This design comes from an exercise in tuning for small area and a short achievable clock period on the open sky130 flow, not from production work. In this exercise RTL edits were held to simulation tests only and were not proved equivalent to the original. Power and IR drop assume default switching activity.

`flow/design.v`:
```
module mac_16bit(out_rounded,md,mr,clk,rst);
output reg [26:0] out_rounded;
input [15:0] md,mr;
input clk,rst;
reg [15:0] MD;
reg [7:0] ONE, TWO, NEG;         
reg [60:0] P;                  
reg [39:0] acc;
reg [8:0] k;       
reg clr;           
reg z1;            
reg r1, z2;        
wire zero = !rst | clr;
wire [16:0] mrx = {mr, 1'b0};
wire [7:0] one_n, two_n, neg_n;
genvar g;
generate for (g = 0; g < 8; g = g + 1) begin : enc
  assign one_n[g] = mrx[2*g+1] ^ mrx[2*g];
  assign two_n[g] = (mrx[2*g+2] & ~mrx[2*g+1] & ~mrx[2*g]) | (~mrx[2*g+2] & mrx[2*g+1] & mrx[2*g]);
  assign neg_n[g] = mrx[2*g+2] & ~(mrx[2*g+1] & mrx[2*g]);
end endgenerate
wire [16:0] pp0 = (({17{ONE[0]}} & {MD[15], MD}) | ({17{TWO[0]}} & {MD, 1'b0})) ^ {17{NEG[0]}};
wire ns0 = ~pp0[16];
wire [16:0] pp1 = (({17{ONE[1]}} & {MD[15], MD}) | ({17{TWO[1]}} & {MD, 1'b0})) ^ {17{NEG[1]}};
wire ns1 = ~pp1[16];
wire [16:0] pp2 = (({17{ONE[2]}} & {MD[15], MD}) | ({17{TWO[2]}} & {MD, 1'b0})) ^ {17{NEG[2]}};
wire ns2 = ~pp2[16];
wire [16:0] pp3 = (({17{ONE[3]}} & {MD[15], MD}) | ({17{TWO[3]}} & {MD, 1'b0})) ^ {17{NEG[3]}};
wire ns3 = ~pp3[16];
wire [16:0] pp4 = (({17{ONE[4]}} & {MD[15], MD}) | ({17{TWO[4]}} & {MD, 1'b0})) ^ {17{NEG[4]}};
wire ns4 = ~pp4[16];
wire [16:0] pp5 = (({17{ONE[5]}} & {MD[15], MD}) | ({17{TWO[5]}} & {MD, 1'b0})) ^ {17{NEG[5]}};
wire ns5 = ~pp5[16];
wire [16:0] pp6 = (({17{ONE[6]}} & {MD[15], MD}) | ({17{TWO[6]}} & {MD, 1'b0})) ^ {17{NEG[6]}};
wire ns6 = ~pp6[16];
wire [16:0] pp7 = (({17{ONE[7]}} & {MD[15], MD}) | ({17{TWO[7]}} & {MD, 1'b0})) ^ {17{NEG[7]}};
wire ns7 = ~pp7[16];
wire as1, ac2; assign {ac2, as1} = {1'b0, pp0[10]} + {1'b0, pp1[8]};
wire as3, ac4; assign {ac4, as3} = {1'b0, pp0[11]} + {1'b0, pp1[9]};
wire as5, ac6; assign {ac6, as5} = {1'b0, pp0[12]} + {1'b0, pp1[10]} + {1'b0, pp2[8]};
wire as7, ac8; assign {ac8, as7} = {1'b0, pp3[6]} + {1'b0, pp4[4]};
wire as9, ac10; assign {ac10, as9} = {1'b0, pp0[13]} + {1'b0, pp1[11]} + {1'b0, pp2[9]};
wire as11, ac12; assign {ac12, as11} = {1'b0, pp3[7]} + {1'b0, pp4[5]};
wire as13, ac14; assign {ac14, as13} = {1'b0, pp0[14]} + {1'b0, pp1[12]} + {1'b0, pp2[10]};
wire as15, ac16; assign {ac16, as15} = {1'b0, pp3[8]} + {1'b0, pp4[6]} + {1'b0, pp5[4]};
wire as17, ac18; assign {ac18, as17} = {1'b0, pp6[2]} + {1'b0, pp7[0]};
wire as19, ac20; assign {ac20, as19} = {1'b0, pp0[15]} + {1'b0, pp1[13]} + {1'b0, pp2[11]};
wire as21, ac22; assign {ac22, as21} = {1'b0, pp3[9]} + {1'b0, pp4[7]} + {1'b0, pp5[5]};
wire as23, ac24; assign {ac24, as23} = {1'b0, pp6[3]} + {1'b0, pp7[1]};
wire as25 = ~(ns0 ^ pp1[14]); wire ac26 = ns0 | pp1[14];
wire as27, ac28; assign {ac28, as27} = {1'b0, pp2[12]} + {1'b0, pp3[10]} + {1'b0, pp4[8]};
wire as29, ac30; assign {ac30, as29} = {1'b0, pp5[6]} + {1'b0, pp6[4]} + {1'b0, pp7[2]};
wire as31 = ~(pp1[15] ^ pp2[13]); wire ac32 = pp1[15] | pp2[13];
wire as33, ac34; assign {ac34, as33} = {1'b0, pp3[11]} + {1'b0, pp4[9]} + {1'b0, pp5[7]};
wire as35, ac36; assign {ac36, as35} = {1'b0, pp6[5]} + {1'b0, pp7[3]};
wire as37, ac38; assign {ac38, as37} = {1'b0, ns1} + {1'b0, pp2[14]} + {1'b0, pp3[12]};
wire as39, ac40; assign {ac40, as39} = {1'b0, pp4[10]} + {1'b0, pp5[8]} + {1'b0, pp6[6]};
wire as41 = ~(pp2[15] ^ pp3[13]); wire ac42 = pp2[15] | pp3[13];
wire as43, ac44; assign {ac44, as43} = {1'b0, pp4[11]} + {1'b0, pp5[9]};
wire as45, ac46; assign {ac46, as45} = {1'b0, ns2} + {1'b0, pp3[14]} + {1'b0, pp4[12]};
wire as47 = ~pp3[15];
wire as48, ac49; assign {ac49, as48} = {1'b0, pp0[6]} + {1'b0, pp1[4]};
wire as50, ac51; assign {ac51, as50} = {1'b0, pp0[7]} + {1'b0, pp1[5]};
wire as52, ac53; assign {ac53, as52} = {1'b0, pp0[8]} + {1'b0, pp1[6]} + {1'b0, pp2[4]};
wire as54, ac55; assign {ac55, as54} = {1'b0, pp3[2]} + {1'b0, pp4[0]};
wire as56, ac57; assign {ac57, as56} = {1'b0, pp0[9]} + {1'b0, pp1[7]} + {1'b0, pp2[5]};
wire as58, ac59; assign {ac59, as58} = {1'b0, pp3[3]} + {1'b0, pp4[1]};
wire as60, ac61; assign {ac61, as60} = {1'b0, as1} + {1'b0, pp2[6]} + {1'b0, pp3[4]};
wire as62, ac63; assign {ac63, as62} = {1'b0, pp4[2]} + {1'b0, pp5[0]} + {1'b0, NEG[5]};
wire as64, ac65; assign {ac65, as64} = {1'b0, as3} + {1'b0, pp2[7]} + {1'b0, pp3[5]};
wire as66, ac67; assign {ac67, as66} = {1'b0, pp4[3]} + {1'b0, pp5[1]} + {1'b0, ac2};
wire as68, ac69; assign {ac69, as68} = {1'b0, as5} + {1'b0, as7} + {1'b0, pp5[2]};
wire as70, ac71; assign {ac71, as70} = {1'b0, pp6[0]} + {1'b0, NEG[6]} + {1'b0, ac4};
wire as72, ac73; assign {ac73, as72} = {1'b0, as9} + {1'b0, as11} + {1'b0, pp5[3]};
wire as74, ac75; assign {ac75, as74} = {1'b0, pp6[1]} + {1'b0, ac6} + {1'b0, ac8};
wire as76, ac77; assign {ac77, as76} = {1'b0, as13} + {1'b0, as15} + {1'b0, as17};
wire as78, ac79; assign {ac79, as78} = {1'b0, NEG[7]} + {1'b0, ac10} + {1'b0, ac12};
wire as80, ac81; assign {ac81, as80} = {1'b0, as19} + {1'b0, as21} + {1'b0, as23};
wire as82, ac83; assign {ac83, as82} = {1'b0, ac14} + {1'b0, ac16} + {1'b0, ac18};
wire as84, ac85; assign {ac85, as84} = {1'b0, as25} + {1'b0, as27} + {1'b0, as29};
wire as86, ac87; assign {ac87, as86} = {1'b0, ac20} + {1'b0, ac22} + {1'b0, ac24};
wire as88, ac89; assign {ac89, as88} = {1'b0, as31} + {1'b0, as33} + {1'b0, as35};
wire as90, ac91; assign {ac91, as90} = {1'b0, ac26} + {1'b0, ac28} + {1'b0, ac30};
wire as92, ac93; assign {ac93, as92} = {1'b0, as37} + {1'b0, as39} + {1'b0, pp7[4]};
wire as94, ac95; assign {ac95, as94} = {1'b0, ac32} + {1'b0, ac34} + {1'b0, ac36};
wire as96, ac97; assign {ac97, as96} = {1'b0, as41} + {1'b0, as43} + {1'b0, pp6[7]};
wire as98, ac99; assign {ac99, as98} = {1'b0, pp7[5]} + {1'b0, ac38} + {1'b0, ac40};
wire as100, ac101; assign {ac101, as100} = {1'b0, as45} + {1'b0, pp5[10]} + {1'b0, pp6[8]};
wire as102, ac103; assign {ac103, as102} = {1'b0, pp7[6]} + {1'b0, ac42} + {1'b0, ac44};
wire as104, ac105; assign {ac105, as104} = {1'b0, as47} + {1'b0, pp4[13]} + {1'b0, pp5[11]};
wire as106, ac107; assign {ac107, as106} = {1'b0, pp6[9]} + {1'b0, pp7[7]} + {1'b0, ac46};
wire as108, ac109; assign {ac109, as108} = {1'b0, ns3} + {1'b0, pp4[14]} + {1'b0, pp5[12]};
wire as110, ac111; assign {ac111, as110} = {1'b0, pp6[10]} + {1'b0, pp7[8]} + {1'b0, pp3[15]};
wire as112 = ~(pp4[15] ^ pp5[13]); wire ac113 = pp4[15] | pp5[13];
wire as114, ac115; assign {ac115, as114} = {1'b0, pp6[11]} + {1'b0, pp7[9]};
wire as116, ac117; assign {ac117, as116} = {1'b0, ns4} + {1'b0, pp5[14]} + {1'b0, pp6[12]};
wire as118 = ~pp5[15];
wire as119, ac120; assign {ac120, as119} = {1'b0, pp0[4]} + {1'b0, pp1[2]};
wire as121, ac122; assign {ac122, as121} = {1'b0, pp0[5]} + {1'b0, pp1[3]};
wire as123, ac124; assign {ac124, as123} = {1'b0, as48} + {1'b0, pp2[2]} + {1'b0, pp3[0]};
wire as125, ac126; assign {ac126, as125} = {1'b0, as50} + {1'b0, pp2[3]} + {1'b0, pp3[1]};
wire as127, ac128; assign {ac128, as127} = {1'b0, as52} + {1'b0, as54} + {1'b0, NEG[4]};
wire as129, ac130; assign {ac130, as129} = {1'b0, as56} + {1'b0, as58} + {1'b0, ac53};
wire as131, ac132; assign {ac132, as131} = {1'b0, as60} + {1'b0, as62} + {1'b0, ac57};
wire as133, ac134; assign {ac134, as133} = {1'b0, as64} + {1'b0, as66} + {1'b0, ac61};
wire as135, ac136; assign {ac136, as135} = {1'b0, as68} + {1'b0, as70} + {1'b0, ac65};
wire as137, ac138; assign {ac138, as137} = {1'b0, as72} + {1'b0, as74} + {1'b0, ac69};
wire as139, ac140; assign {ac140, as139} = {1'b0, as76} + {1'b0, as78} + {1'b0, ac73};
wire as141, ac142; assign {ac142, as141} = {1'b0, as80} + {1'b0, as82} + {1'b0, ac77};
wire as143, ac144; assign {ac144, as143} = {1'b0, as84} + {1'b0, as86} + {1'b0, ac81};
wire as145, ac146; assign {ac146, as145} = {1'b0, as88} + {1'b0, as90} + {1'b0, ac85};
wire as147, ac148; assign {ac148, as147} = {1'b0, as92} + {1'b0, as94} + {1'b0, ac89};
wire as149, ac150; assign {ac150, as149} = {1'b0, as96} + {1'b0, as98} + {1'b0, ac93};
wire as151, ac152; assign {ac152, as151} = {1'b0, as100} + {1'b0, as102} + {1'b0, ac97};
wire as153, ac154; assign {ac154, as153} = {1'b0, as104} + {1'b0, as106} + {1'b0, ac101};
wire as155, ac156; assign {ac156, as155} = {1'b0, as108} + {1'b0, as110} + {1'b0, ac105};
wire as157, ac158; assign {ac158, as157} = {1'b0, as112} + {1'b0, as114} + {1'b0, ac109};
wire as159, ac160; assign {ac160, as159} = {1'b0, as116} + {1'b0, pp7[10]} + {1'b0, ac113};
wire as161, ac162; assign {ac162, as161} = {1'b0, as118} + {1'b0, pp6[13]} + {1'b0, pp7[11]};
wire as163, ac164; assign {ac164, as163} = {1'b0, ns5} + {1'b0, pp6[14]} + {1'b0, pp7[12]};
wire as165 = ~pp6[15];
wire as166, ac167; assign {ac167, as166} = {1'b0, pp0[2]} + {1'b0, pp1[0]};
wire as168, ac169; assign {ac169, as168} = {1'b0, pp0[3]} + {1'b0, pp1[1]};
wire as170, ac171; assign {ac171, as170} = {1'b0, as119} + {1'b0, pp2[0]} + {1'b0, NEG[2]};
wire as172, ac173; assign {ac173, as172} = {1'b0, as121} + {1'b0, pp2[1]} + {1'b0, ac120};
wire as174, ac175; assign {ac175, as174} = {1'b0, as123} + {1'b0, NEG[3]} + {1'b0, ac122};
wire as176, ac177; assign {ac177, as176} = {1'b0, as125} + {1'b0, ac49} + {1'b0, ac124};
wire as178, ac179; assign {ac179, as178} = {1'b0, as127} + {1'b0, ac51} + {1'b0, ac126};
wire as180, ac181; assign {ac181, as180} = {1'b0, as129} + {1'b0, ac55} + {1'b0, ac128};
wire as182, ac183; assign {ac183, as182} = {1'b0, as131} + {1'b0, ac59} + {1'b0, ac130};
wire as184, ac185; assign {ac185, as184} = {1'b0, as133} + {1'b0, ac63} + {1'b0, ac132};
wire as186, ac187; assign {ac187, as186} = {1'b0, as135} + {1'b0, ac67} + {1'b0, ac134};
wire as188, ac189; assign {ac189, as188} = {1'b0, as137} + {1'b0, ac71} + {1'b0, ac136};
wire as190, ac191; assign {ac191, as190} = {1'b0, as139} + {1'b0, ac75} + {1'b0, ac138};
wire as192, ac193; assign {ac193, as192} = {1'b0, as141} + {1'b0, ac79} + {1'b0, ac140};
wire as194, ac195; assign {ac195, as194} = {1'b0, as143} + {1'b0, ac83} + {1'b0, ac142};
wire as196, ac197; assign {ac197, as196} = {1'b0, as145} + {1'b0, ac87} + {1'b0, ac144};
wire as198, ac199; assign {ac199, as198} = {1'b0, as147} + {1'b0, ac91} + {1'b0, ac146};
wire as200, ac201; assign {ac201, as200} = {1'b0, as149} + {1'b0, ac95} + {1'b0, ac148};
wire as202, ac203; assign {ac203, as202} = {1'b0, as151} + {1'b0, ac99} + {1'b0, ac150};
wire as204, ac205; assign {ac205, as204} = {1'b0, as153} + {1'b0, ac103} + {1'b0, ac152};
wire as206, ac207; assign {ac207, as206} = {1'b0, as155} + {1'b0, ac107} + {1'b0, ac154};
wire as208, ac209; assign {ac209, as208} = {1'b0, as157} + {1'b0, ac111} + {1'b0, ac156};
wire as210, ac211; assign {ac211, as210} = {1'b0, as159} + {1'b0, ac115} + {1'b0, ac158};
wire as212, ac213; assign {ac213, as212} = {1'b0, as161} + {1'b0, ac117} + {1'b0, ac160};
wire as214, ac215; assign {ac215, as214} = {1'b0, as163} + {1'b0, pp5[15]} + {1'b0, ac162};
wire as216, ac217; assign {ac217, as216} = {1'b0, as165} + {1'b0, pp7[13]} + {1'b0, ac164};
wire as218, ac219; assign {ac219, as218} = {1'b0, ns6} + {1'b0, pp7[14]} + {1'b0, pp6[15]};
wire as220 = ~pp7[15];
wire [60:0] pnext;
assign pnext[0] = pp0[0];
assign pnext[1] = NEG[0];
assign pnext[2] = pp0[1];
assign pnext[3] = as166;
assign pnext[4] = NEG[1];
assign pnext[5] = as168;
assign pnext[6] = ac167;
assign pnext[7] = as170;
assign pnext[8] = ac169;
assign pnext[9] = as172;
assign pnext[10] = ac171;
assign pnext[11] = as174;
assign pnext[12] = ac173;
assign pnext[13] = as176;
assign pnext[14] = ac175;
assign pnext[15] = as178;
assign pnext[16] = ac177;
assign pnext[17] = as180;
assign pnext[18] = ac179;
assign pnext[19] = as182;
assign pnext[20] = ac181;
assign pnext[21] = as184;
assign pnext[22] = ac183;
assign pnext[23] = as186;
assign pnext[24] = ac185;
assign pnext[25] = as188;
assign pnext[26] = ac187;
assign pnext[27] = as190;
assign pnext[28] = ac189;
assign pnext[29] = as192;
assign pnext[30] = ac191;
assign pnext[31] = as194;
assign pnext[32] = ac193;
assign pnext[33] = as196;
assign pnext[34] = ac195;
assign pnext[35] = as198;
assign pnext[36] = ac197;
assign pnext[37] = as200;
assign pnext[38] = ac199;
assign pnext[39] = as202;
assign pnext[40] = ac201;
assign pnext[41] = as204;
assign pnext[42] = ac203;
assign pnext[43] = as206;
assign pnext[44] = ac205;
assign pnext[45] = as208;
assign pnext[46] = ac207;
assign pnext[47] = as210;
assign pnext[48] = ac209;
assign pnext[49] = as212;
assign pnext[50] = ac211;
assign pnext[51] = as214;
assign pnext[52] = ac213;
assign pnext[53] = as216;
assign pnext[54] = ac215;
assign pnext[55] = as218;
assign pnext[56] = ac217;
assign pnext[57] = as220;
assign pnext[58] = ac219;
assign pnext[59] = ns7;
assign pnext[60] = pp7[15];
wire bs221, bc222; assign {bc222, bs221} = {1'b0, P[0]} + {1'b0, P[1]};
wire bs223, bc224; assign {bc224, bs223} = {1'b0, P[2]} + {1'b0, acc[1]};
wire bs225, bc226; assign {bc226, bs225} = {1'b0, P[3]} + {1'b0, P[4]} + {1'b0, acc[2]};
wire bs227, bc228; assign {bc228, bs227} = {1'b0, P[5]} + {1'b0, P[6]} + {1'b0, acc[3]};
wire bs229, bc230; assign {bc230, bs229} = {1'b0, P[7]} + {1'b0, P[8]} + {1'b0, acc[4]};
wire bs231, bc232; assign {bc232, bs231} = {1'b0, P[9]} + {1'b0, P[10]} + {1'b0, acc[5]};
wire bs233, bc234; assign {bc234, bs233} = {1'b0, P[11]} + {1'b0, P[12]} + {1'b0, acc[6]};
wire bs235, bc236; assign {bc236, bs235} = {1'b0, P[13]} + {1'b0, P[14]} + {1'b0, acc[7]};
wire bs237, bc238; assign {bc238, bs237} = {1'b0, P[15]} + {1'b0, P[16]} + {1'b0, acc[8]};
wire bs239, bc240; assign {bc240, bs239} = {1'b0, P[17]} + {1'b0, P[18]} + {1'b0, acc[9]};
wire bs241, bc242; assign {bc242, bs241} = {1'b0, P[19]} + {1'b0, P[20]} + {1'b0, acc[10]};
wire bs243, bc244; assign {bc244, bs243} = {1'b0, P[21]} + {1'b0, P[22]} + {1'b0, acc[11]};
wire bs245, bc246; assign {bc246, bs245} = {1'b0, P[23]} + {1'b0, P[24]} + {1'b0, acc[12]};
wire bs247, bc248; assign {bc248, bs247} = {1'b0, P[25]} + {1'b0, P[26]} + {1'b0, acc[13]};
wire bs249, bc250; assign {bc250, bs249} = {1'b0, P[27]} + {1'b0, P[28]} + {1'b0, acc[14]};
wire bs251, bc252; assign {bc252, bs251} = {1'b0, P[29]} + {1'b0, P[30]} + {1'b0, acc[15]};
wire bs253, bc254; assign {bc254, bs253} = {1'b0, P[31]} + {1'b0, P[32]} + {1'b0, acc[16]};
wire bs255, bc256; assign {bc256, bs255} = {1'b0, P[33]} + {1'b0, P[34]} + {1'b0, acc[17]};
wire bs257, bc258; assign {bc258, bs257} = {1'b0, P[35]} + {1'b0, P[36]} + {1'b0, acc[18]};
wire bs259, bc260; assign {bc260, bs259} = {1'b0, P[37]} + {1'b0, P[38]} + {1'b0, acc[19]};
wire bs261, bc262; assign {bc262, bs261} = {1'b0, P[39]} + {1'b0, P[40]} + {1'b0, acc[20]};
wire bs263, bc264; assign {bc264, bs263} = {1'b0, P[41]} + {1'b0, P[42]} + {1'b0, acc[21]};
wire bs265, bc266; assign {bc266, bs265} = {1'b0, P[43]} + {1'b0, P[44]} + {1'b0, acc[22]};
wire bs267, bc268; assign {bc268, bs267} = {1'b0, P[45]} + {1'b0, P[46]} + {1'b0, acc[23]};
wire bs269, bc270; assign {bc270, bs269} = {1'b0, P[47]} + {1'b0, P[48]} + {1'b0, acc[24]};
wire bs271, bc272; assign {bc272, bs271} = {1'b0, P[49]} + {1'b0, P[50]} + {1'b0, acc[25]};
wire bs273, bc274; assign {bc274, bs273} = {1'b0, P[51]} + {1'b0, P[52]} + {1'b0, acc[26]};
wire bs275, bc276; assign {bc276, bs275} = {1'b0, P[53]} + {1'b0, P[54]} + {1'b0, acc[27]};
wire bs277, bc278; assign {bc278, bs277} = {1'b0, P[55]} + {1'b0, P[56]} + {1'b0, acc[28]};
wire bs279, bc280; assign {bc280, bs279} = {1'b0, P[57]} + {1'b0, P[58]} + {1'b0, acc[29]};
wire bs281, bc282; assign {bc282, bs281} = {1'b0, P[59]} + {1'b0, P[60]} + {1'b0, acc[30]};
wire bs283 = ~acc[31];
wire [7:0] yhi = 8'd0 + {7'd0, acc[31]} - 8'd1;
wire [39:0] opx = {acc[39:32], bs283, bs281, bs279, bs277, bs275, bs273, bs271, bs269, bs267, bs265, bs263, bs261, bs259, bs257, bs255, bs253, bs251, bs249, bs247, bs245, bs243, bs241, bs239, bs237, bs235, bs233, bs231, bs229, bs227, bs225, bs223, bs221};
wire [39:0] opy = {yhi, bc282, bc280, bc278, bc276, bc274, bc272, bc270, bc268, bc266, bc264, bc262, bc260, bc258, bc256, bc254, bc252, bc250, bc248, bc246, bc244, bc242, bc240, bc238, bc236, bc234, bc232, bc230, bc228, bc226, bc224, bc222, acc[0]};
wire [39:0] g0 = opx & opy;
wire [39:0] p0 = opx ^ opy;
wire G284 = g0[1] | (p0[1] & g0[0]);
wire Q285 = p0[1] & p0[0];
wire G286 = g0[3] | (p0[3] & g0[2]);
wire Q287 = p0[3] & p0[2];
wire G288 = g0[5] | (p0[5] & g0[4]);
wire Q289 = p0[5] & p0[4];
wire G290 = g0[7] | (p0[7] & g0[6]);
wire Q291 = p0[7] & p0[6];
wire G292 = g0[9] | (p0[9] & g0[8]);
wire Q293 = p0[9] & p0[8];
wire G294 = g0[11] | (p0[11] & g0[10]);
wire Q295 = p0[11] & p0[10];
wire G296 = g0[13] | (p0[13] & g0[12]);
wire Q297 = p0[13] & p0[12];
wire G298 = g0[15] | (p0[15] & g0[14]);
wire Q299 = p0[15] & p0[14];
wire G300 = g0[17] | (p0[17] & g0[16]);
wire Q301 = p0[17] & p0[16];
wire G302 = g0[19] | (p0[19] & g0[18]);
wire Q303 = p0[19] & p0[18];
wire G304 = g0[21] | (p0[21] & g0[20]);
wire Q305 = p0[21] & p0[20];
wire G306 = g0[23] | (p0[23] & g0[22]);
wire Q307 = p0[23] & p0[22];
wire G308 = g0[25] | (p0[25] & g0[24]);
wire Q309 = p0[25] & p0[24];
wire G310 = g0[27] | (p0[27] & g0[26]);
wire Q311 = p0[27] & p0[26];
wire G312 = g0[29] | (p0[29] & g0[28]);
wire Q313 = p0[29] & p0[28];
wire G314 = g0[31] | (p0[31] & g0[30]);
wire Q315 = p0[31] & p0[30];
wire G316 = g0[33] | (p0[33] & g0[32]);
wire Q317 = p0[33] & p0[32];
wire G318 = g0[35] | (p0[35] & g0[34]);
wire Q319 = p0[35] & p0[34];
wire G320 = g0[37] | (p0[37] & g0[36]);
wire Q321 = p0[37] & p0[36];
wire G322 = g0[39] | (p0[39] & g0[38]);
wire Q323 = p0[39] & p0[38];
wire G324 = g0[2] | (p0[2] & G284);
wire Q325 = p0[2] & Q285;
wire G326 = G286 | (Q287 & G284);
wire Q327 = Q287 & Q285;
wire G328 = g0[6] | (p0[6] & G288);
wire Q329 = p0[6] & Q289;
wire G330 = G290 | (Q291 & G288);
wire Q331 = Q291 & Q289;
wire G332 = g0[10] | (p0[10] & G292);
wire Q333 = p0[10] & Q293;
wire G334 = G294 | (Q295 & G292);
wire Q335 = Q295 & Q293;
wire G336 = g0[14] | (p0[14] & G296);
wire Q337 = p0[14] & Q297;
wire G338 = G298 | (Q299 & G296);
wire Q339 = Q299 & Q297;
wire G340 = g0[18] | (p0[18] & G300);
wire Q341 = p0[18] & Q301;
wire G342 = G302 | (Q303 & G300);
wire Q343 = Q303 & Q301;
wire G344 = g0[22] | (p0[22] & G304);
wire Q345 = p0[22] & Q305;
wire G346 = G306 | (Q307 & G304);
wire Q347 = Q307 & Q305;
wire G348 = g0[26] | (p0[26] & G308);
wire Q349 = p0[26] & Q309;
wire G350 = G310 | (Q311 & G308);
wire Q351 = Q311 & Q309;
wire G352 = g0[30] | (p0[30] & G312);
wire Q353 = p0[30] & Q313;
wire G354 = G314 | (Q315 & G312);
wire Q355 = Q315 & Q313;
wire G356 = g0[34] | (p0[34] & G316);
wire Q357 = p0[34] & Q317;
wire G358 = G318 | (Q319 & G316);
wire Q359 = Q319 & Q317;
wire G360 = g0[38] | (p0[38] & G320);
wire Q361 = p0[38] & Q321;
wire G362 = G322 | (Q323 & G320);
wire Q363 = Q323 & Q321;
wire G364 = g0[4] | (p0[4] & G326);
wire Q365 = p0[4] & Q327;
wire G366 = G288 | (Q289 & G326);
wire Q367 = Q289 & Q327;
wire G368 = G328 | (Q329 & G326);
wire Q369 = Q329 & Q327;
wire G370 = G330 | (Q331 & G326);
wire Q371 = Q331 & Q327;
wire G372 = g0[12] | (p0[12] & G334);
wire Q373 = p0[12] & Q335;
wire G374 = G296 | (Q297 & G334);
wire Q375 = Q297 & Q335;
wire G376 = G336 | (Q337 & G334);
wire Q377 = Q337 & Q335;
wire G378 = G338 | (Q339 & G334);
wire Q379 = Q339 & Q335;
wire G380 = g0[20] | (p0[20] & G342);
wire Q381 = p0[20] & Q343;
wire G382 = G304 | (Q305 & G342);
wire Q383 = Q305 & Q343;
wire G384 = G344 | (Q345 & G342);
wire Q385 = Q345 & Q343;
wire G386 = G346 | (Q347 & G342);
wire Q387 = Q347 & Q343;
wire G388 = g0[28] | (p0[28] & G350);
wire Q389 = p0[28] & Q351;
wire G390 = G312 | (Q313 & G350);
wire Q391 = Q313 & Q351;
wire G392 = G352 | (Q353 & G350);
wire Q393 = Q353 & Q351;
wire G394 = G354 | (Q355 & G350);
wire Q395 = Q355 & Q351;
wire G396 = g0[36] | (p0[36] & G358);
wire Q397 = p0[36] & Q359;
wire G398 = G320 | (Q321 & G358);
wire Q399 = Q321 & Q359;
wire G400 = G360 | (Q361 & G358);
wire Q401 = Q361 & Q359;
wire G402 = G362 | (Q363 & G358);
wire Q403 = Q363 & Q359;
wire G404 = g0[8] | (p0[8] & G370);
wire Q405 = p0[8] & Q371;
wire G406 = G292 | (Q293 & G370);
wire Q407 = Q293 & Q371;
wire G408 = G332 | (Q333 & G370);
wire Q409 = Q333 & Q371;
wire G410 = G334 | (Q335 & G370);
wire Q411 = Q335 & Q371;
wire G412 = G372 | (Q373 & G370);
wire Q413 = Q373 & Q371;
wire G414 = G374 | (Q375 & G370);
wire Q415 = Q375 & Q371;
wire G416 = G376 | (Q377 & G370);
wire Q417 = Q377 & Q371;
wire G418 = G378 | (Q379 & G370);
wire Q419 = Q379 & Q371;
wire G420 = g0[24] | (p0[24] & G386);
wire Q421 = p0[24] & Q387;
wire G422 = G308 | (Q309 & G386);
wire Q423 = Q309 & Q387;
wire G424 = G348 | (Q349 & G386);
wire Q425 = Q349 & Q387;
wire G426 = G350 | (Q351 & G386);
wire Q427 = Q351 & Q387;
wire G428 = G388 | (Q389 & G386);
wire Q429 = Q389 & Q387;
wire G430 = G390 | (Q391 & G386);
wire Q431 = Q391 & Q387;
wire G432 = G392 | (Q393 & G386);
wire Q433 = Q393 & Q387;
wire G434 = G394 | (Q395 & G386);
wire Q435 = Q395 & Q387;
wire G436 = g0[16] | (p0[16] & G418);
wire Q437 = p0[16] & Q419;
wire G438 = G300 | (Q301 & G418);
wire Q439 = Q301 & Q419;
wire G440 = G340 | (Q341 & G418);
wire Q441 = Q341 & Q419;
wire G442 = G342 | (Q343 & G418);
wire Q443 = Q343 & Q419;
wire G444 = G380 | (Q381 & G418);
wire Q445 = Q381 & Q419;
wire G446 = G382 | (Q383 & G418);
wire Q447 = Q383 & Q419;
wire G448 = G384 | (Q385 & G418);
wire Q449 = Q385 & Q419;
wire G450 = G386 | (Q387 & G418);
wire Q451 = Q387 & Q419;
wire G452 = G420 | (Q421 & G418);
wire Q453 = Q421 & Q419;
wire G454 = G422 | (Q423 & G418);
wire Q455 = Q423 & Q419;
wire G456 = G424 | (Q425 & G418);
wire Q457 = Q425 & Q419;
wire G458 = G426 | (Q427 & G418);
wire Q459 = Q427 & Q419;
wire G460 = G428 | (Q429 & G418);
wire Q461 = Q429 & Q419;
wire G462 = G430 | (Q431 & G418);
wire Q463 = Q431 & Q419;
wire G464 = G432 | (Q433 & G418);
wire Q465 = Q433 & Q419;
wire G466 = G434 | (Q435 & G418);
wire Q467 = Q435 & Q419;
wire G468 = g0[32] | (p0[32] & G466);
wire Q469 = p0[32] & Q467;
wire G470 = G316 | (Q317 & G466);
wire Q471 = Q317 & Q467;
wire G472 = G356 | (Q357 & G466);
wire Q473 = Q357 & Q467;
wire G474 = G358 | (Q359 & G466);
wire Q475 = Q359 & Q467;
wire G476 = G396 | (Q397 & G466);
wire Q477 = Q397 & Q467;
wire G478 = G398 | (Q399 & G466);
wire Q479 = Q399 & Q467;
wire G480 = G400 | (Q401 & G466);
wire Q481 = Q401 & Q467;
wire G482 = G402 | (Q403 & G466);
wire Q483 = Q403 & Q467;
wire [39:0] sum;
assign sum[0] = p0[0];
assign sum[1] = p0[1] ^ g0[0];
assign sum[2] = p0[2] ^ G284;
assign sum[3] = p0[3] ^ G324;
assign sum[4] = p0[4] ^ G326;
assign sum[5] = p0[5] ^ G364;
assign sum[6] = p0[6] ^ G366;
assign sum[7] = p0[7] ^ G368;
assign sum[8] = p0[8] ^ G370;
assign sum[9] = p0[9] ^ G404;
assign sum[10] = p0[10] ^ G406;
assign sum[11] = p0[11] ^ G408;
assign sum[12] = p0[12] ^ G410;
assign sum[13] = p0[13] ^ G412;
assign sum[14] = p0[14] ^ G414;
assign sum[15] = p0[15] ^ G416;
assign sum[16] = p0[16] ^ G418;
assign sum[17] = p0[17] ^ G436;
assign sum[18] = p0[18] ^ G438;
assign sum[19] = p0[19] ^ G440;
assign sum[20] = p0[20] ^ G442;
assign sum[21] = p0[21] ^ G444;
assign sum[22] = p0[22] ^ G446;
assign sum[23] = p0[23] ^ G448;
assign sum[24] = p0[24] ^ G450;
assign sum[25] = p0[25] ^ G452;
assign sum[26] = p0[26] ^ G454;
assign sum[27] = p0[27] ^ G456;
assign sum[28] = p0[28] ^ G458;
assign sum[29] = p0[29] ^ G460;
assign sum[30] = p0[30] ^ G462;
assign sum[31] = p0[31] ^ G464;
assign sum[32] = p0[32] ^ G466;
assign sum[33] = p0[33] ^ G468;
assign sum[34] = p0[34] ^ G470;
assign sum[35] = p0[35] ^ G472;
assign sum[36] = p0[36] ^ G474;
assign sum[37] = p0[37] ^ G476;
assign sum[38] = p0[38] ^ G478;
assign sum[39] = p0[39] ^ G480;
wire up = acc[12] & (acc[13] | (|acc[11:0]));
wire [26:0] rnd = acc[39:13] + {26'd0, up};
always @(posedge clk) begin
  MD <= md;
  ONE <= one_n;
  TWO <= two_n;
  NEG <= neg_n;
  P <= pnext;
  z1 <= zero;
  r1 <= !rst;
  z2 <= r1;
  if (zero | z1 | z2) acc <= 40'd0;
  else acc <= sum;
  out_rounded <= zero ? 27'd0 : rnd;
  if (zero) k <= {8'd0, clr};
  else k <= k + 9'd1;
  clr <= rst & !clr & (k == 9'd258);
end
endmodule
```
`flow/run.sh`:
```
#!/bin/bash
# synth_recipe.tcl (not shown) runs the flow's synth.tcl, then flattens the netlist and writes it again
# the make line also repeats each setting of config.mk as NAME=value (left out here)
make -C /OpenROAD-flow-scripts/flow DESIGN_CONFIG=/design/flow/config.mk WORK_HOME=/design/flow/orfs CLKGATE_MAP_FILE= SYNTH_SCRIPT=/design/flow/synth_recipe.tcl finish
```
`flow/config.mk`:
```
export PLATFORM = sky130hd
export DESIGN_NAME = mac_16bit
export DESIGN_NICKNAME = mac_16bit
export VERILOG_FILES = /design/flow/design.v
export SDC_FILE = /design/flow/constraint.sdc
export NUM_CORES = 4
export LEC_CHECK = 0
export CAP_MARGIN = 20
export CORE_MARGIN = 2
export CORE_UTILIZATION = 40
export SETUP_SLACK_MARGIN = 4.4
export SLEW_MARGIN = 20
export TNS_END_PERCENT = 100
```
`flow/constraint.sdc`:
```
create_clock -name core_clock -period 6.9 [get_ports {clk}]
set_input_delay 1.3800 -clock core_clock [delete_from_list [all_inputs] [get_ports {clk}]]
set_output_delay 1.3800 -clock core_clock [all_outputs]
set_load 0.01 [all_outputs]
```
==> results.sh, run 1 <==
export IMPL_final_antenna_net_count=0
export IMPL_async_flop_share_pct=0
export IMPL_yosysSeqAreaShare_pct=30.30
export IMPL_setup_violations=0
export IMPL_instances_no_fill=1748
export IMPL_drt_iter0_markers=624
export IMPL_die_width_microns=176.9
export IMPL_ir_worst_vdd_uv=220.6
export IMPL_clockRootBuffer="clkbuf_16"
export IMPL_grt_max_degree=40
export IMPL_synth_warning_count=1
export IMPL_dp_hpwl_mm=19.23
export IMPL_crit_family="adder cells"
export IMPL_p_leak_nw=6.612
export IMPL_dr_total_vias=8863
export IMPL_synth_common_cells="dfxtp_1 (181), inv_1 (135), a22oi_1 (120), fa_1 (119), xnor2_1 (109)"
export IMPL_initial_core_util_pct=40.46
export IMPL_fin_crit_ns=3.255
export IMPL_dr_pass1_iters=6
export IMPL_syn_instance_count=1205
export IMPL_comb_power_share_pct=65.1
export IMPL_arrival_ns=3.60
export IMPL_synth_largest_area_cell="dfxtp_1"
export IMPL_cts_tree="yes"
export IMPL_cp_num_buf_inv=3
export IMPL_num_io_pins=61
export IMPL_worstPathRequired_ns=7.24
export IMPL_path_clk_slew_ns=0.08
export IMPL_synth_most_common_cell="dfxtp_1"
export IMPL_wl_per_cell_microns=16.95
export IMPL_ys_seq_elements=181
export IMPL_coreArea_sq_um=29560
export IMPL_synth_nets=1430
export IMPL_timing_final_crit_share_pct=47.18
export IMPL_seqPwrFrac_pct=21.9
export IMPL_fmax_ghz=0.3072
export IMPL_worstHoldPathType="flip-flop to flip-flop"
export IMPL_grt_pass1_vias=8744
export IMPL_skew_ns=0.01261
export IMPL_rsz0062_at_grt="true"
export IMPL_grt_pass1_wl_mm=46.86
export IMPL_grt_usage_pct=19.26
export IMPL_antenna_cells=0
export IMPL_worst_pin_slew_ns=0.4182
export IMPL_crit_type="flip-flop to flip-flop"
export IMPL_yosysTopAreaCellShare_pct=30.30
export IMPL_finalMaxSlewViolations=0
export IMPL_fillers=2572
export IMPL_ctsHtreeMaxLevel=4
export IMPL_portBuffers=60
export IMPL_fin_nets=1570
export IMPL_dp_cells=1583
export IMPL_switching_share_pct=42.09
export IMPL_synth_top_flop_cell="dfxtp_1"
export IMPL_worst_slack_ns=3.645
export IMPL_antenna_found_initial=0
export IMPL_gp_congestion=0.8308
export IMPL_cts_inserted_buffers=17
export IMPL_synthToLayoutAreaGrowth_pct=32.60
export IMPL_synth_cell_types=53
export IMPL_final_setup_tns_ns=0
export IMPL_cap_viol_max_count=0
export IMPL_ys_top_cells_by_area="dfxtp_1 (30%), fa_1 (20%), xnor2_1 (8.0%)"
export IMPL_rows=63
export IMPL_final_hold_viol_count=0
export IMPL_fin_hold_ws_ns=0.3693
export IMPL_critPathMaxStageDelay_ns=0.54
export IMPL_cp_end_kind="flip-flop"
export IMPL_grt_overflow=0
export IMPL_viasPerCell=5.070
export IMPL_cp_max_fo=5
export IMPL_fin_util_pct=53.65
export IMPL_critPathMostFrequentCell="inv_2"
export IMPL_p_clk_share_pct=13.0
export IMPL_syn_avg_cell_area_sq_um=9.924
export IMPL_critPathSlowestCell="fa_1"
export IMPL_start_kind="flip-flop"
export IMPL_slew_headroom_pct=71.97
export IMPL_drc=0
export IMPL_pwr_density_cell_nw_per_um2=463.9
export IMPL_intPower_mw=4.260
export IMPL_die_area_sq_um=31300
export IMPL_synth_edf_count=0
export IMPL_dpl_worst_slack_ns=3.246
export IMPL_insertion_delay_ns=0.44
export IMPL_p_sw_mw=3.096
export IMPL_crit_path_cell_trace="inv_2 -> fa_1 -> inv_2 -> ha_4 -> o211ai_1 -> buf_4 -> a211oi_4 -> o2111ai_4 -> a211o_1 -> a21oi_4 -> or2_4 -> fa_2 -> and2_4"
export IMPL_clock_path_buffers=2
export IMPL_die_h_microns=176.9
export IMPL_wl_mm=29.62
export IMPL_cts_sinks=181
export IMPL_netlist_area_sq_um=11960
export IMPL_status="timing/DRC/antenna clean"
export IMPL_drive_gt1_share_pct=32.99
power by group through the flow:
| stage | Clock, mW | Combinational, mW | Sequential, mW |
|---|---|---|---|
| after floorplan | 0 | 2.99 | 1.55 |
| after global placement | 0 | 3.60 | 1.67 |
| after detailed placement | 0 | 3.67 | 1.67 |
| after CTS | 0.983 | 4.17 | 1.61 |
| after global routing | 1.02 | 5.38 | 1.65 |
| final | 0.956 | 4.79 | 1.61 |
cell usage in the layout (no fill, tap or decap), drive strengths merged, types with 3 or more instances in the layout:
| cell | Yosys | routed |
|---|---|---|
| dfxtp | 181 | 181 |
| inv | 136 | 144 |
| buf | 11 | 138 |
| a22oi | 120 | 120 |
| fa | 119 | 119 |
| xnor2 | 109 | 109 |
| ha | 72 | 72 |
| xor2 | 71 | 71 |
| nor2 | 60 | 60 |
| clkdlybuf4s50 | 0 | 32 |
| o21ai | 31 | 31 |
| a21oi | 31 | 31 |
| nand2 | 30 | 30 |
| dlygate4sd2 | 0 | 27 |
| nand3 | 23 | 23 |
| clkbuf | 67 | 18 |
| nor3 | 15 | 15 |
| or3 | 14 | 14 |
| nand2b | 12 | 12 |
| and3 | 12 | 12 |
| a21o | 11 | 11 |
| nor2b | 10 | 10 |
| nand3b | 7 | 7 |
| nand4 | 7 | 7 |
| o21a | 6 | 6 |
| and2 | 6 | 6 |
| clkinv | 1 | 6 |
| nor4 | 4 | 4 |
| mux2i | 3 | 3 |
| a211o | 3 | 3 |
| nor3b | 3 | 3 |
| and4 | 3 | 3 |
| a211oi | 3 | 3 |
| a21boi | 3 | 3 |
path summary, 6_finish.rpt:
| check | startpoint | cells after the start | endpoint | slack, ns |
|---|---|---|---|---|
| min reg2reg | r1 | 0 | z2 | 0.37 |
| max | P[6] | 13 | acc[32] | 3.64 |
| min | r1 | 0 | z2 | 0.37 |
| max reg2reg | P[6] | 13 | acc[32] | 3.64 |
layout make-up:
cell class	count	area, sq um	area share (%)
Clock inverter	15	157.7	0.9942
Timing Repair Buffer	199	1913	12.06
Clock buffer	17	425.4	2.683
Tap cell	390	488.0	3.077
Multi-Input combinational cell	809	8571	54.05
Sequential cell	181	3776	23.81
Inverter	137	526.8	3.322
cells by family (layout without fill, tap and decap cells):
kind of cell	count (synthesis)	after routing	share of synthesized area (%)
buf+inv	215	368	6.748
xor+xnor	180	180	13.18
mux	5	5	0.4394
simple gates	211	211	9.019
flops	181	181	30.30
compound gates	222	222	12.86
fa+ha+maj	191	191	27.45
per-stage QoR:
stage	cell area (sq um)	power, mW
2_1_floorplan	12810	4.539
3_3_place_gp	13170	5.266
3_5_place_dp	13190	5.347
4_1_cts	15160	6.765
5_1_grt	15860	8.054
6_report	15860	7.356
state kept, by name, summed over array words and instances, names as in the netlist:
register / count
MD: 16
NEG: 8
ONE: 8
P: 61
TWO: 8
acc: 40
clr: 1
k: 9
out_rounded: 27
r1: 1
z1: 1
z2: 1
routing by layer:
layer / vias to the layer above / global-route usage [%] / routed length (microns)
li1: 4268 / - / -
met1: 4266 / 25.94 / 13510
met2: 277 / 31.14 / 13640
met3: 52 / 3.522 / 1720
met4: 0 / 6.612 / 748
met5: - / 0 / 0
worst register-to-register path, cell delays in order, from the launching register on:
cell	delay, ns
dfxtp_2	0.32
inv_2	0.03
fa_1	0.54
inv_2	0.05
ha_4	0.26
o211ai_1	0.08
buf_4	0.16
a211oi_4	0.27
o2111ai_4	0.16
a211o_1	0.35
a21oi_4	0.24
or2_4	0.16
fa_2	0.41
and2_4	0.14
repair_timing:
item / CTS / global route
cloned: 0 / 1
hold buffers: 0 / 0
pin swaps: 100 / 91
gates resized for setup: 232 / 107
endpoints found under the setup margin: 110 / 81
setup buffers: 103 / 29
==> run 2: changes to the inputs <==
--- a/flow/config.mk
+++ b/flow/config.mk
@@ -9,5 +9,4 @@
 export CORE_MARGIN = 2
 export CORE_UTILIZATION = 40
-export SETUP_SLACK_MARGIN = 4.4
+export SETUP_SLACK_MARGIN = 4.0
 export SLEW_MARGIN = 20
-export TNS_END_PERCENT = 100
==> run 2 against run 1 <==
  * Critical endpoint unchanged
  * Register-to-register slack lost 0.03 ns
  * Critical path depth shrank 1
  * Non-clock buffer count shrank 45
  * Synthesized cell count is the same
  * Clock power grew 3.2%
==> results.sh, run 2 <==
export IMPL_final_common_cell="dfxtp_1"
export IMPL_clock_path_buffers=2
export IMPL_start_kind="flip-flop"
export IMPL_final_cell_mix="dfxtp_1 (132), inv_1 (118), xnor2_1 (97)"
export IMPL_final_setup_tns_ns=0
export IMPL_reg2regPathDepth=12
export IMPL_crit_end="acc[32]"
export IMPL_portBuffers=60
export IMPL_grt_max_degree=40
export IMPL_viasPerCell=5.134
export IMPL_yosysTopAreaCellShare_pct=30.30
export IMPL_initial_core_util_pct=40.46
export IMPL_ys_top_cells_by_area="dfxtp_1 (30%), fa_1 (20%), xnor2_1 (8.0%)"
export IMPL_regArea_sq_um=3780
export IMPL_cts_inserted_buffers=17
export IMPL_antenna_found_initial=0
export IMPL_top_register="P"
export IMPL_dr_total_vias=8743
export IMPL_largest_register_ffs=61
export IMPL_cp_end_kind="flip-flop"
export IMPL_cap_viol_max_count=0
export IMPL_worstHoldPathType="flip-flop to flip-flop"
export IMPL_critPathMaxStageDelay_ns=0.53
export IMPL_fin_crit_ns=3.288
export IMPL_syn_avg_cell_area_sq_um=9.924
export IMPL_clockRootBuffer="clkbuf_16"
export IMPL_critPathMostFrequentCell="inv_1"
export IMPL_startpoint="P[13]"
export IMPL_wl_per_cell_microns=16.91
export IMPL_largestRegisters="P x61, acc x40, out_rounded x27"
export IMPL_worstPathRequired_ns=7.24
export IMPL_cp_max_fo=4
export IMPL_synth_edf_count=0
export IMPL_grt_overflow=0
export IMPL_drive_gt1_share_pct=24.37
export IMPL_grt_pass1_wl_mm=45.86
export IMPL_rr_startpoint="P[13]"
export IMPL_synth_nets=1430
export IMPL_pwr_density_cell_nw_per_um2=454.5
export IMPL_skew_ns=0.01794
export IMPL_antenna_cells=0
export IMPL_finalMaxSlewViolations=0
export IMPL_cts_hold_buffers=0
export IMPL_die_h_microns=176.9
export IMPL_die_area_sq_um=31300
export IMPL_wl_mm=28.80
export IMPL_syn_instance_count=1205
export IMPL_netlist_area_sq_um=11960
export IMPL_crit_type="flip-flop to flip-flop"
export IMPL_r2r_end="acc[32]"
export IMPL_grt_pass1_vias=8669
export IMPL_dr_pass1_iters=5
export IMPL_fmax_ghz=0.3041
export IMPL_ir_worst_vdd_uv=226.0
export IMPL_p_sw_mw=2.924
export IMPL_timing_final_crit_share_pct=47.66
export IMPL_grt_usage_pct=18.61
export IMPL_cts_tree="yes"
export IMPL_final_antenna_net_count=0
export IMPL_drc=0
export IMPL_status="timing/DRC/antenna clean"
export IMPL_intPower_mw=3.890
export IMPL_die_width_microns=176.9
export IMPL_synth_top_flop_cell="dfxtp_1"
export IMPL_rows=63
export IMPL_rsz0062_at_grt="true"
export IMPL_final_hold_viol_count=0
export IMPL_gp_congestion=0.8191
export IMPL_setup_violations=0
export IMPL_dp_hpwl_mm=19.11
export IMPL_rrSetupSlack_ns=3.61
export IMPL_p_clk_share_pct=14.5
export IMPL_ctsHtreeMaxLevel=4
export IMPL_cts_sinks=181
export IMPL_arrival_ns=3.63
export IMPL_fin_hold_ws_ns=0.3762
export IMPL_p_leak_nw=6.159
export IMPL_synth_warning_count=1
export IMPL_comb_power_share_pct=61.7
export IMPL_synth_largest_area_cell="dfxtp_1"
export IMPL_path_clk_slew_ns=0.08
export IMPL_synth_cell_types=53
export IMPL_seqPwrFrac_pct=23.8
export IMPL_drt_iter0_markers=593
export IMPL_yosysSeqAreaShare_pct=30.30
export IMPL_crit_path_cell_trace="inv_1 -> fa_1 -> inv_1 -> ha_4 -> nand3_4 -> a211oi_4 -> o2111ai_4 -> a211o_4 -> a21oi_4 -> or2_4 -> fa_2 -> and2_4"
export IMPL_insertion_delay_ns=0.44
export IMPL_switching_share_pct=42.92
export IMPL_synth_most_common_cell="dfxtp_1"
export IMPL_coreArea_sq_um=29560
export IMPL_critPathSlowestCell="fa_1"
export IMPL_fin_nets=1525
export IMPL_multiInputGateArea_sq_um=8179
export IMPL_num_io_pins=61
export IMPL_synthToLayoutAreaGrowth_pct=25.36
export IMPL_worst_pin_slew_ns=0.6460
export IMPL_async_flop_share_pct=0
export IMPL_synth_common_cells="dfxtp_1 (181), inv_1 (135), a22oi_1 (120), fa_1 (119), xnor2_1 (109)"
export IMPL_ys_seq_elements=181
export IMPL_slew_headroom_pct=56.60
export IMPL_fillers=2681
run 2: logic make-up after synthesis:
| kind of cell | count (synthesis) | synth area share [%] |
|---|---|---|
| xor gates and xnor gates | 180 | 13.18 |
| buffers and inverters | 215 | 6.748 |
| and+or+nand+nor | 211 | 9.019 |
| AOI/OAI and AO/OA | 222 | 12.86 |
| DFF | 181 | 30.30 |
| muxes | 5 | 0.4394 |
| adders and majority gates | 191 | 27.45 |
run 2: power by group through the flow:
stage / logic, mW / registers [mW] / clock network, mW
6_report: 4.20 / 1.62 / 0.987
2_1_floorplan: 2.80 / 1.55 / 0
5_1_grt: 4.74 / 1.66 / 1.06
3_3_place_gp: 3.39 / 1.67 / 0
4_1_cts: 3.87 / 1.62 / 1.02
3_5_place_dp: 3.50 / 1.67 / 0
run 2: through the flow:
stage / area [sq um] / power (mW) / setup WS (ns) / utilization (%) / std cells
after floorplan: 12580 / 4.350 / 3.775 / - / 1205
after global placement: 12990 / 5.051 / 3.180 / 43.94 / 1582
after detailed placement: 12990 / 5.171 / 3.130 / 43.94 / 1582
after CTS: 14480 / 6.505 / 3.629 / 48.99 / 1683
after global routing: 14990 / 7.462 / 3.516 / 50.72 / 1703
final: 14990 / 6.814 / 3.612 / 50.72 / 1703
run 2: area by class of cell:
type	count	share of cell area, %
Sequential cell	181	25.21
Clock buffer	17	2.838
Inverter	137	3.514
Multi-Input combinational cell	809	54.56
Tap cell	390	3.255
Timing Repair Buffer	154	9.297
Clock inverter	15	1.327
run 2: how the worst min path moves through the flow:
stage | start | endpoint | slack (ns) | depth (start not counted)
floorplan | r1 | z2 | 0.31 | 0
global placement | r1 | z2 | 0.36 | 0
detailed placement | r1 | z2 | 0.35 | 0
CTS | r1 | z2 | 0.37 | 0
global route | r1 | z2 | 0.38 | 0
finish | r1 | z2 | 0.38 | 0
run 2: routing by layer:
| layer | share of wire, % | global-route usage [%] | up-vias |
|---|---|---|---|
| li1 | - | - | 4181 |
| met1 | 47 | 25.63 | 4266 |
| met2 | 46 | 29.70 | 258 |
| met3 | 4.7 | 2.728 | 38 |
| met4 | 1.9 | 6.853 | 0 |
| met5 | 0 | 0 | - |
run 2: critical path: cells and delay by family (launching register included):
family,cells,cell delay [ns]
AOI/OAI and AO/OA,4,1.13
adders and majority gates,3,1.25
buffers and inverters,2,0.12
DFF,1,0.32
and+or+nand+nor,3,0.37
run 2: repair_timing:
action / CTS / global route
resized for setup: 132 / 99
setup endpoints to repair: 72 / 49
cloned: 0 / 0
buffers inserted: 69 / 20
pin swaps: 33 / 55
==> run 3: changes to the inputs <==
--- a/flow/config.mk
+++ b/flow/config.mk
@@ -9,4 +9,4 @@
 export CORE_MARGIN = 2
 export CORE_UTILIZATION = 40
-export SETUP_SLACK_MARGIN = 4.0
+export SETUP_SLACK_MARGIN = 3.6
 export SLEW_MARGIN = 20
==> run 3 against run 2 <==
  * Still clean on timing, DRC and antenna
  * Register-to-register slack got worse by 0.06 ns
  * Via count shrank 3.8%
  * Sequential power barely moved
  * Clock-buffer cell count unchanged
  * Setup slack lost 0.061 ns
  * Final cell count is 4.6% lower
  * Highest routed layer unchanged
==> results.sh, run 3 <==
export IMPL_status="timing/DRC/antenna clean"
export IMPL_worst_pin_slew_ns=0.6719
export IMPL_die_h_microns=176.9
export IMPL_syn_avg_cell_area_sq_um=9.924
export IMPL_insertion_delay_ns=0.44
export IMPL_synth_top_flop_cell="dfxtp_1"
export IMPL_hold_end="z2"
export IMPL_grt_max_degree=40
export IMPL_grt_pass1_vias=8358
export IMPL_finalMaxSlewViolations=0
export IMPL_drc=0
export IMPL_final_antenna_net_count=0
export IMPL_setup_violations=0
export IMPL_rows=63
export IMPL_netlist_area_sq_um=11960
export IMPL_timing_final_crit_share_pct=48.53
export IMPL_final_setup_tns_ns=0
export IMPL_grtUsageMet2_pct=28.76
export IMPL_synth_largest_area_cell="dfxtp_1"
export IMPL_coreArea_sq_um=29560
export IMPL_synth_nets=1430
export IMPL_reg2regPathDepth=13
export IMPL_largestRegisters="P x61, acc x40, out_rounded x27"
export IMPL_rsz0062_at_grt="true"
export IMPL_yosysSeqAreaShare_pct=30.30
export IMPL_clock_path_buffers=2
export IMPL_path_clk_slew_ns=0.08
export IMPL_cap_viol_max_count=0
export IMPL_crit_type="flip-flop to flip-flop"
export IMPL_p_leak_nw=5.656
export IMPL_busiest_layer="met2"
export IMPL_fin_nets=1447
export IMPL_startpoint="P[5]"
export IMPL_synth_most_common_cell="dfxtp_1"
export IMPL_use_met1_pct=24.59
export IMPL_rrSetupSlack_ns=3.55
export IMPL_grt_usage_pct=18.02
export IMPL_synth_common_cells="dfxtp_1 (181), inv_1 (135), a22oi_1 (120), fa_1 (119), xnor2_1 (109)"
export IMPL_slew_headroom_pct=54.86
export IMPL_initial_core_util_pct=40.46
export IMPL_grt_pass1_wl_mm=44.13
export IMPL_fillers=2804
export IMPL_dp_hpwl_mm=18.96
export IMPL_top_register="P"
export IMPL_final_hold_viol_count=0
export IMPL_synthToLayoutAreaGrowth_pct=14.82
export IMPL_die_area_sq_um=31300
export IMPL_gp_congestion=0.8526
export IMPL_synth_cell_types=53
export IMPL_antenna_cells=0
export IMPL_wl_per_cell_microns=16.89
export IMPL_r2r_end="acc[32]"
export IMPL_ir_worst_vdd_uv=206.7
export IMPL_synth_warning_count=1
export IMPL_cts_inserted_buffers=17
export IMPL_final_common_cell="dfxtp_1"
export IMPL_worstPathRequired_ns=7.24
export IMPL_cp_end_kind="flip-flop"
export IMPL_pwr_density_cell_nw_per_um2=467.0
export IMPL_synth_edf_count=0
export IMPL_ys_seq_elements=181
export IMPL_ys_top_cells_by_area="dfxtp_1 (30%), fa_1 (20%), xnor2_1 (8.0%)"
export IMPL_dr_total_vias=8412
export IMPL_start_kind="flip-flop"
export IMPL_async_flop_share_pct=0
export IMPL_die_width_microns=176.9
export IMPL_dr_pass1_iters=7
export IMPL_globalRouteMet3Util_pct=3.393
export IMPL_fin_util_pct=46.45
export IMPL_viasPerCell=5.177
export IMPL_rr_startpoint="P[5]"
export IMPL_drive_gt1_share_pct=10.36
export IMPL_wl_mm=27.45
export IMPL_fmax_ghz=0.2986
export IMPL_cp_max_fo=4
export IMPL_grt_overflow=0
export IMPL_num_io_pins=61
export IMPL_cts_sinks=181
export IMPL_syn_instance_count=1205
export IMPL_yosysTopAreaCellShare_pct=30.30
export IMPL_hold_path_cell_count=0
export IMPL_cts_tree="yes"
export IMPL_clockRootBuffer="clkbuf_16"
export IMPL_final_cell_mix="dfxtp_1 (137), inv_1 (131), a22oi_1 (120)"
export IMPL_drt_iter0_markers=521
export IMPL_fin_crit_ns=3.349
export IMPL_largest_register_ffs=61
export IMPL_arrival_ns=3.69
export IMPL_min_from="r1"
export IMPL_worstHoldPathType="flip-flop to flip-flop"
export IMPL_skew_ns=0.01566
export IMPL_portBuffers=60
export IMPL_antenna_found_initial=0
export IMPL_ctsHtreeMaxLevel=4
run 3: cell counts after synthesis:
No cell type changed its count.
run 3: worst max-delay path, stage by stage, from the launching register on:
cell and delay, ns:
dfxtp_2 0.32, inv_1 0.04, fa_1 0.54, inv_2 0.04, ha_4 0.27, o211ai_1 0.09, buf_4 0.15, a211oi_4 0.27
o2111ai_4 0.21, a211o_4 0.41, a21oi_4 0.20, or2_4 0.15, fa_2 0.41, and2_4 0.14
run 3: repair_timing:
| item | 4_1_cts | 5_1_grt |
|---|---|---|
| resized for setup | 60 | 24 |
| hold buffers | 0 | 0 |
| hold endpoints to repair | 0 | 0 |
| setup buffers | 5 | 4 |
| pin swaps | 9 | 11 |
| setup endpoints to repair | 36 | 20 |
run 3: cells by family after synthesis:
group                      share of synthesized area (%)
AOI/OAI and AO/OA                                  12.86
buffers and inverters                              6.748
DFF                                                30.30
xor gates and xnor gates                           13.18
adders and majority gates                          27.45
muxes                                             0.4394
and+or+nand+nor                                    9.019
run 3: how the worst max path moves through the flow:
stage	end	slack, ns	cells past startpoint
2_1_floorplan	P[27]	3.61	9
3_3_place_gp	acc[38]	3.16	6
3_5_place_dp	P[35]	3.16	7
4_1_cts	acc[39]	3.58	13
5_1_grt	acc[32]	3.45	13
6_report	acc[32]	3.55	13
run 3: cell type report:
class                      count  area (sq um)  share of cell area [%]
clock inverter                15         167.7                   1.221
clock buffer                  17         425.4                   3.098
inverter                     137         519.2                   3.782
timing repair buffer          76         720.7                   5.249
sequential                   181          3691                   26.88
tap                          390         488.0                   3.554
multi-input combinational    809          7719                   56.21
run 3: metal layers:
layer / vias up / part of all wire [%] / wire length, microns
li1: 4022 / - / -
met1: 4088 / 47 / 13000
met2: 256 / 46 / 12490
met3: 46 / 5.2 / 1420
met4: 0 / 1.9 / 534
met5: - / 0 / 0
run 3: through the flow:
step | instances | total power [mW] | area (sq um) | setup slack [ns] | hold WS, ns
2_1_floorplan | 1205 | 4.282 | 11980 | 3.606 | 0.3096
3_3_place_gp | 1584 | 5.014 | 12820 | 3.164 | 0.3624
3_5_place_dp | 1584 | 5.115 | 12820 | 3.163 | 0.3349
4_1_cts | 1621 | 6.271 | 13610 | 3.583 | 0.3641
5_1_grt | 1625 | 7.075 | 13730 | 3.454 | 0.3672
6_report | 1625 | 6.412 | 13730 | 3.551 | 0.3616
run 3: where the power goes:
part	internal (mW)	total (mW)	switching [mW]	leakage [nW]
Sequential	1.37	1.64	0.272	1.51
Combinational	1.80	3.81	2.01	3.87
Clock	0.484	0.959	0.475	0.276
==> run 4: changes to the inputs <==
--- a/flow/config.mk
+++ b/flow/config.mk
@@ -9,4 +9,3 @@
 export CORE_MARGIN = 2
 export CORE_UTILIZATION = 40
-export SETUP_SLACK_MARGIN = 3.6
 export SLEW_MARGIN = 20
==> run 4 against run 3 <==
  * Still clean on timing, DRC and antenna
  * Synthesized cell count unchanged
  * Combinational power shrank 9.7%
  * Die area unchanged
  * Utilization is 1.1 points lower
  * Critical endpoint is now P[39]
  * Largest cell class unchanged
==> results.sh, run 4 <==
export IMPL_worst_slack_ns=3.161
export IMPL_antenna_cells=0
export IMPL_rsz0062_at_grt="false"
export IMPL_final_setup_tns_ns=0
export IMPL_portBuffers=60
export IMPL_use_met1_pct=23.91
export IMPL_p_leak_nw=5.614
export IMPL_arrival_ns=4.06
export IMPL_globalRouteMet3Util_pct=3.952
export IMPL_final_hold_viol_count=0
export IMPL_wl_mm=26.68
export IMPL_cp_num_buf_inv=2
export IMPL_grt_max_degree=40
export IMPL_drt_iter0_markers=591
export IMPL_ctsHtreeMaxLevel=4
export IMPL_yosysSeqAreaShare_pct=30.30
export IMPL_coreArea_sq_um=29560
export IMPL_fmax_ghz=0.2674
export IMPL_cts_inserted_buffers=17
export IMPL_initial_core_util_pct=40.46
export IMPL_worstPathRequired_ns=7.22
export IMPL_ys_top_cells_by_area="dfxtp_1 (30%), fa_1 (20%), xnor2_1 (8.0%)"
export IMPL_dr_total_vias=8327
export IMPL_num_io_pins=61
export IMPL_synth_common_cells="dfxtp_1 (181), inv_1 (135), a22oi_1 (120), fa_1 (119), xnor2_1 (109)"
export IMPL_status="timing/DRC/antenna clean"
export IMPL_crit_path_cell_trace="clkinv_1 -> xnor2_1 -> fa_1 -> fa_1 -> inv_1 -> fa_1 -> fa_1"
export IMPL_die_width_microns=176.9
export IMPL_crit_family="adder cells"
export IMPL_hold_end="z2"
export IMPL_largestRegisters="P x61, acc x40, out_rounded x27"
export IMPL_cts_sinks=181
export IMPL_cp_max_fo=13
export IMPL_grt_overflow=0
export IMPL_wl_per_cell_microns=16.51
export IMPL_crit_type="flip-flop to flip-flop"
export IMPL_min_from="r1"
export IMPL_cts_tree="yes"
export IMPL_hold_path_cell_count=0
export IMPL_synth_top_flop_cell="dfxtp_1"
export IMPL_cap_viol_max_count=0
export IMPL_antenna_found_initial=0
export IMPL_start_kind="flip-flop"
export IMPL_critPathMostFrequentCell="fa_1"
export IMPL_dpl_worst_slack_ns=3.104
export IMPL_ys_seq_elements=181
export IMPL_r2r_end="P[39]"
export IMPL_largest_register_ffs=61
export IMPL_clockRootBuffer="clkbuf_16"
export IMPL_worst_pin_slew_ns=0.8509
export IMPL_fin_crit_ns=3.739
export IMPL_final_cell_mix="dfxtp_1 (180), inv_1 (135), a22oi_1 (120)"
export IMPL_insertion_delay_ns=0.44
export IMPL_grtUsageMet2_pct=27.73
export IMPL_pwr_density_cell_nw_per_um2=451.2
export IMPL_synth_most_common_cell="dfxtp_1"
export IMPL_syn_instance_count=1205
export IMPL_grt_pass1_wl_mm=43.37
export IMPL_synth_cell_types=53
export IMPL_synthToLayoutAreaGrowth_pct=12.19
export IMPL_setup_violations=0
export IMPL_synth_largest_area_cell="dfxtp_1"
export IMPL_dr_pass1_iters=5
export IMPL_rows=63
export IMPL_skew_ns=0.01161
export IMPL_timing_final_crit_share_pct=54.19
export IMPL_grt_pass1_vias=8277
export IMPL_ir_worst_vdd_uv=220.7
export IMPL_top_register="P"
export IMPL_reg2regPathDepth=7
export IMPL_synth_nets=1430
export IMPL_yosysTopAreaCellShare_pct=30.30
export IMPL_syn_avg_cell_area_sq_um=9.924
export IMPL_ctsResizeCount=0
export IMPL_viasPerCell=5.153
export IMPL_die_area_sq_um=31300
export IMPL_grt_usage_pct=17.73
export IMPL_drive_gt1_share_pct=4.160
export IMPL_synth_edf_count=0
export IMPL_synth_warning_count=1
export IMPL_critPathSlowestCell="clkinv_1"
export IMPL_busiest_layer="met2"
export IMPL_async_flop_share_pct=0
export IMPL_slew_headroom_pct=43.19
export IMPL_rrSetupSlack_ns=3.16
export IMPL_cts_hold_buffers=0
export IMPL_path_clk_slew_ns=0.08
export IMPL_final_common_cell="dfxtp_1"
export IMPL_final_antenna_net_count=0
export IMPL_finalMaxSlewViolations=0
export IMPL_clock_path_buffers=2
export IMPL_gp_congestion=0.8344
export IMPL_dp_hpwl_mm=18.93
export IMPL_critPathMaxStageDelay_ns=0.65
export IMPL_worstHoldPathType="flip-flop to flip-flop"
export IMPL_post_cts_buffers=0
export IMPL_die_h_microns=176.9
export IMPL_drc=0
export IMPL_rr_startpoint="NEG[3]"
export IMPL_cp_end_kind="flip-flop"
export IMPL_netlist_area_sq_um=11960
export IMPL_fin_nets=1438
==> run 4: cell families after synthesis <==
group / after synthesis / synth area share (%)
AO/OA/AOI/OAI: 222 / 12.86
buffers and inverters: 215 / 6.748
AND/OR/NAND/NOR: 211 / 9.019
adder cells (fa/ha/maj): 191 / 27.45
flip-flops: 181 / 30.30
XOR/XNOR: 180 / 13.18
multiplexers: 5 / 0.4394
==> run 4: worst max path at each step <==
stage,cells after the start,start,to,slack [ns]
3_3_place_gp,6,rst,acc[38],3.17
3_5_place_dp,7,NEG[3],P[39],3.10
2_1_floorplan,9,NEG[0],P[27],3.39
5_1_grt,7,NEG[3],P[39],3.01
6_report,7,NEG[3],P[39],3.16
4_1_cts,7,NEG[3],P[39],3.10
==> run 4: layout make-up <==
cell class                 count  area (sq um)
multi-input combinational    809          7530
timing repair buffer          67         653.1
inverter                     137         514.2
fill                        2777         16140
clock buffer                  19         452.9
tap                          390         488.0
clock inverter                13         153.9
sequential                   181          3625
==> run 4: per-stage QoR <==
stage	hold slack, ns	total power, mW	utilization [%]	instance area [sq um]	std cells
detailed placement	0.3320	5.109	43.33	12810	1584
finish	0.3637	6.054	45.39	13420	1616
global placement	0.3602	5.002	43.33	12810	1584
global route	0.3657	6.704	45.39	13420	1616
CTS	0.3621	6.112	45.38	13420	1616
floorplan	0.3096	4.263	-	11960	1205
==> run 4: layer usage <==
layer / vias up / routed length (microns)
met5: - / 0
met3: 42 / 1709
met1: 3992 / 12460
met4: 0 / 631
li1: 4004 / -
met2: 289 / 11880
==> run 4: where the power goes <==
part | leakage [nW] | switching (mW) | internal, mW
logic | 3.81 | 1.85 | 1.60
clock network | 0.298 | 0.466 | 0.508
registers | 1.50 | 0.273 | 1.36
total | 5.61 | 2.58 | 3.47

port drivers added, routing unchanged:
How much do the figures lean on ideal ports? The routed layouts below were timed once more, with nothing changed but the port constraints.
Step 1 assumes that a clkbuf_16 drives the clock port and a buf_2 every other input.
Step 2, shift: input delay + t, output delay - t, t = (earliest + latest rising clock arrival at the registers) / 2. This alone moves slack from input paths to output paths.
Slacks: ideal / step 1 / step 2; pairs: ideal / step 1.
| run | t (ns) | setup WS [ns] | worst register clock-pin slew, ns |
|---|---|---|---|
| run 1 | 0.482 | 3.645 / 3.645 / 3.645 | 0.08 / 0.08 |
| run 2 | 0.477 | 3.612 / 3.612 / 3.571 | 0.08 / 0.08 |
| run 3 | 0.478 | 3.551 / 3.551 / 3.286 | 0.08 / 0.08 |
| run 4 | 0.484 | 3.161 / 3.161 / 3.161 | 0.08 / 0.08 |
After both steps setup and hold are still met in every run listed. The setup slack of run 3, which loses most, moves by 0.000 ns with the drivers and by -0.265 ns with both steps.
